Context: an optimization exercise on an open-source flow, tuned for small area. The choices shown serve that exercise and are no tape-out recipe.
In this exercise RTL edits were held to simulation tests only and were not proved equivalent to the original.
Power figures rest on the tool's default switching activity, not on a simulated workload.

## run 1
// i2c_Slave
module i2c_Slave (
    input scl,
    input clk,
    input rst,
    input sda_i,
    output sda_oe,
    output busy,
    output reg ack_err,
    output reg done
);
    reg [1023:0] m;       
    reg [4:0] c;          
    reg fl;               
    reg pw;               
    reg [6:0] a7;         
    reg rw;               
    reg [6:0] addr;       
    reg [7:0] din;        
    reg oe;               
    reg [3:0] bitcnt;
    reg [2:0] state;
    localparam IDLE = 0, READ_ADDR = 1, SEND_ACK1 = 2, SEND_DATA = 3,
               MASTER_ACK = 4, READ_DATA = 5, SEND_ACK2 = 6,
               DETECT_STOP = 7;
    assign busy = (state != IDLE);
    assign sda_oe = oe;
    wire [4:0] cn = c + 1;
    wire hit = pw && (addr[3:0] == cn[3:0]);
    reg [7:0] sel;
    reg [7:0] wdn [0:7];   
    integer r, p;
    always @(*) begin
        for (r = 0; r < 8; r = r + 1) begin
            sel[r] = fl || (hit && addr[6:4] == r);
            wdn[r] = (fl ? {1'b0, r[2:0], cn[3:0]} : din) ^ {8{!cn[4]}};
        end
    end
    always @(posedge clk) begin
        for (r = 0; r < 8; r = r + 1) begin
            for (p = 15; p > 0; p = p - 1)
                m[(r*16+p)*8 +: 8] <= m[(r*16+p-1)*8 +: 8];
            m[(r*16)*8 +: 8] <= ~((m[(r*16+15)*8 +: 8] | {8{sel[r]}}) &
                                  (wdn[r] | {8{!sel[r]}}));
        end
    end
  ...
Size in the first run: ~1,500 cells after synthesis, about 8 I/O pins, roughly 25,000 um^2 of cells after synthesis.
clock: 10.0 ns
lec_check: 0
cap_margin: 0
core_margin: 2
core_utilization: 70
cts_buf_list: sky130_fd_sc_hd__clkbuf_4
cts_cluster_diameter: 40
cts_cluster_size: 12
slew_margin: 0
run.sh (not shown) runs the stock make flow with config.mk's settings and CLKGATE_MAP_FILE= SYNTH_SCRIPT=/design/flow/synth_recipe.tcl, a recipe that flattens the netlist after the stock synthesis.
### run 1 -> run 2
# run 1
export LEC_CHECK = 0
export CAP_MARGIN = 0
export CORE_MARGIN = 2
export CORE_UTILIZATION = 70
export CTS_BUF_LIST = sky130_fd_sc_hd__clkbuf_4
export CTS_CLUSTER_DIAMETER = 40
export CTS_CLUSTER_SIZE = 12
export SLEW_MARGIN = 0
create_clock -name core_clock -period 10.0 [get_ports {clk}]
# run 2
export LEC_CHECK = 0
export CAP_MARGIN = 20
export CORE_MARGIN = 2
export CORE_UTILIZATION = 70
export CTS_BUF_LIST = sky130_fd_sc_hd__clkbuf_4
export CTS_CLUSTER_DIAMETER = 40
export CTS_CLUSTER_SIZE = 12
export SLEW_MARGIN = 20
create_clock -name core_clock -period 10.0 [get_ports {clk}]
==> flow/flow/run.sh (new file) <==
#!/bin/bash
# Standard layout (the standard.sh, unchanged synthesis and steps), with
# clock tree synthesis told not to add dummy load cells for skew balancing.
set -euo pipefail
export CTS_ARGS="-sink_clustering_enable -repair_clock_nets -sink_clustering_size 12 -sink_clustering_max_diameter 40 -buf_list sky130_fd_sc_hd__clkbuf_4 -dont_use_dummy_load"
bash standard.sh finish > standard.log 2>&1
==> flow/standard.sh (new file) <==
#!/bin/bash
# synth_recipe.tcl (not shown) runs the flow's synth.tcl, then flattens the netlist and writes it again
# the make line also repeats each setting of config.mk as NAME=value (left out here)
make -C /OpenROAD-flow-scripts/flow DESIGN_CONFIG=/design/flow/config.mk WORK_HOME=/design/flow/orfs CLKGATE_MAP_FILE= SYNTH_SCRIPT=/design/flow/synth_recipe.tcl "${@:-finish}"
removed: flow/run.sh
==> comparison <==
Fmax was higher in run 2 than in run 1.
Fraction of area in registers was higher in the run labelled run 2.
[compare] base=run 1 new=run 2: power went down, setup slack +0.017 ns, cell area went down.
| hold slack | run 2 vs run 1 | worse |
Run 2 vs run 1 on area growth from synthesis to layout: run 2 is the lower one.
Between run 1 and run 2, detailed-route vias per instance increased.
Input-level comparison between run 3 and run 2:
# run 2
export LEC_CHECK = 0
export CAP_MARGIN = 20
export CORE_MARGIN = 2
export CORE_UTILIZATION = 70
export CTS_BUF_LIST = sky130_fd_sc_hd__clkbuf_4
export CTS_CLUSTER_DIAMETER = 40
export CTS_CLUSTER_SIZE = 12
export SLEW_MARGIN = 20
create_clock -name core_clock -period 10.0 [get_ports {clk}]
# run 3
export LEC_CHECK = 0
export CAP_MARGIN = 20
export CORE_MARGIN = 2
export CORE_UTILIZATION = 70
export CTS_BUF_LIST = sky130_fd_sc_hd__clkbuf_4
export CTS_CLUSTER_DIAMETER = 40
export CTS_CLUSTER_SIZE = 12
export GPL_TIMING_DRIVEN = 0
export SLEW_MARGIN = 20
create_clock -name core_clock -period 10.0 [get_ports {clk}]
==> results.txt <==
Proportion of power drawn by the clock network: run 3 vs run 2 down 0.2 points. Where final period demand of the worst path is concerned, run 2 is better than run 3. No stage failed in run 3, and the final checks on the layout all came back clean. Changes observed in run 3 relative to run 2: final estimated routing congestion in global placement has increased, largest net degree at the start of global routing has decreased, post-route total power has remained practically unchanged.
Edits applied to the flow inputs when going from run 3 to run 4:
# run 3
export LEC_CHECK = 0
export CAP_MARGIN = 20
export CORE_MARGIN = 2
export CORE_UTILIZATION = 70
export CTS_BUF_LIST = sky130_fd_sc_hd__clkbuf_4
export CTS_CLUSTER_DIAMETER = 40
export CTS_CLUSTER_SIZE = 12
export GPL_TIMING_DRIVEN = 0
export SLEW_MARGIN = 20
create_clock -name core_clock -period 10.0 [get_ports {clk}]
# run 4
export LEC_CHECK = 0
export CAP_MARGIN = 20
export CORE_MARGIN = 2
export CORE_UTILIZATION = 70
export CTS_BUF_LIST = sky130_fd_sc_hd__clkbuf_4
export CTS_CLUSTER_DIAMETER = 40
export CTS_CLUSTER_SIZE = 12
export SLEW_MARGIN = 20
create_clock -name core_clock -period 10.0 [get_ports {clk}]
==> flow/run.sh (new file) <==
#!/bin/bash
# synth_recipe.tcl (not shown) runs the flow's synth.tcl, then flattens the netlist and writes it again
# the make line also repeats each setting of config.mk as NAME=value (left out here)
make -C /OpenROAD-flow-scripts/flow DESIGN_CONFIG=/design/flow/config.mk WORK_HOME=/design/flow/orfs CLKGATE_MAP_FILE= SYNTH_SCRIPT=/design/flow/synth_recipe.tcl finish
removed: flow/flow/run.sh
removed: flow/standard.sh
Notes after the runs:
Comparing run 4 and run 3, number of buffers created by CTS is higher on run 4.
On total track usage, run 4 and run 3 are basically level.
On total routed wirelength, run 4 does worse than run 3.

-- what the ideal ports hide --
Ports are ideal in the flow. The routed layouts listed here were re-timed in OpenROAD. Step 1 sets driving cells, clkbuf_16 on the clock port and buf_2 on the other inputs (assumed; they add their load-dependent delay and slew). Step 2, shift: input delay + t, output delay - t, t = (earliest + latest rising clock arrival at the registers) / 2. This alone moves slack from input paths to output paths. a / b / c = no drivers / after step 1 / after step 2; a / b = the first two.
| run | shift t [ns] | setup WS [ns] | hold slack, ns | worst setup path after step 2 | cell pins on the clock port's net |
|---|---|---|---|---|---|
| run 1 | 0.855 | 5.606 / 5.556 / 5.465 | 0.307 / 0.307 / 0.307 | input to register | 1 |
| run 2 | 0.807 | 5.622 / 5.573 / 5.409 | 0.295 / 0.295 / 0.295 | input to register | 1 |
| run 3 | 0.830 | 5.357 / 5.311 / 5.473 | 0.299 / 0.299 / 0.299 | input to register | 1 |
| run 4 | 0.855 | 5.599 / 5.549 / 5.467 | 0.309 / 0.309 / 0.309 | input to register | 1 |
After both steps setup and hold are still met in every run listed. The setup slack of run 2, which loses most, moves by -0.049 ns with the drivers and by -0.213 ns with both steps.
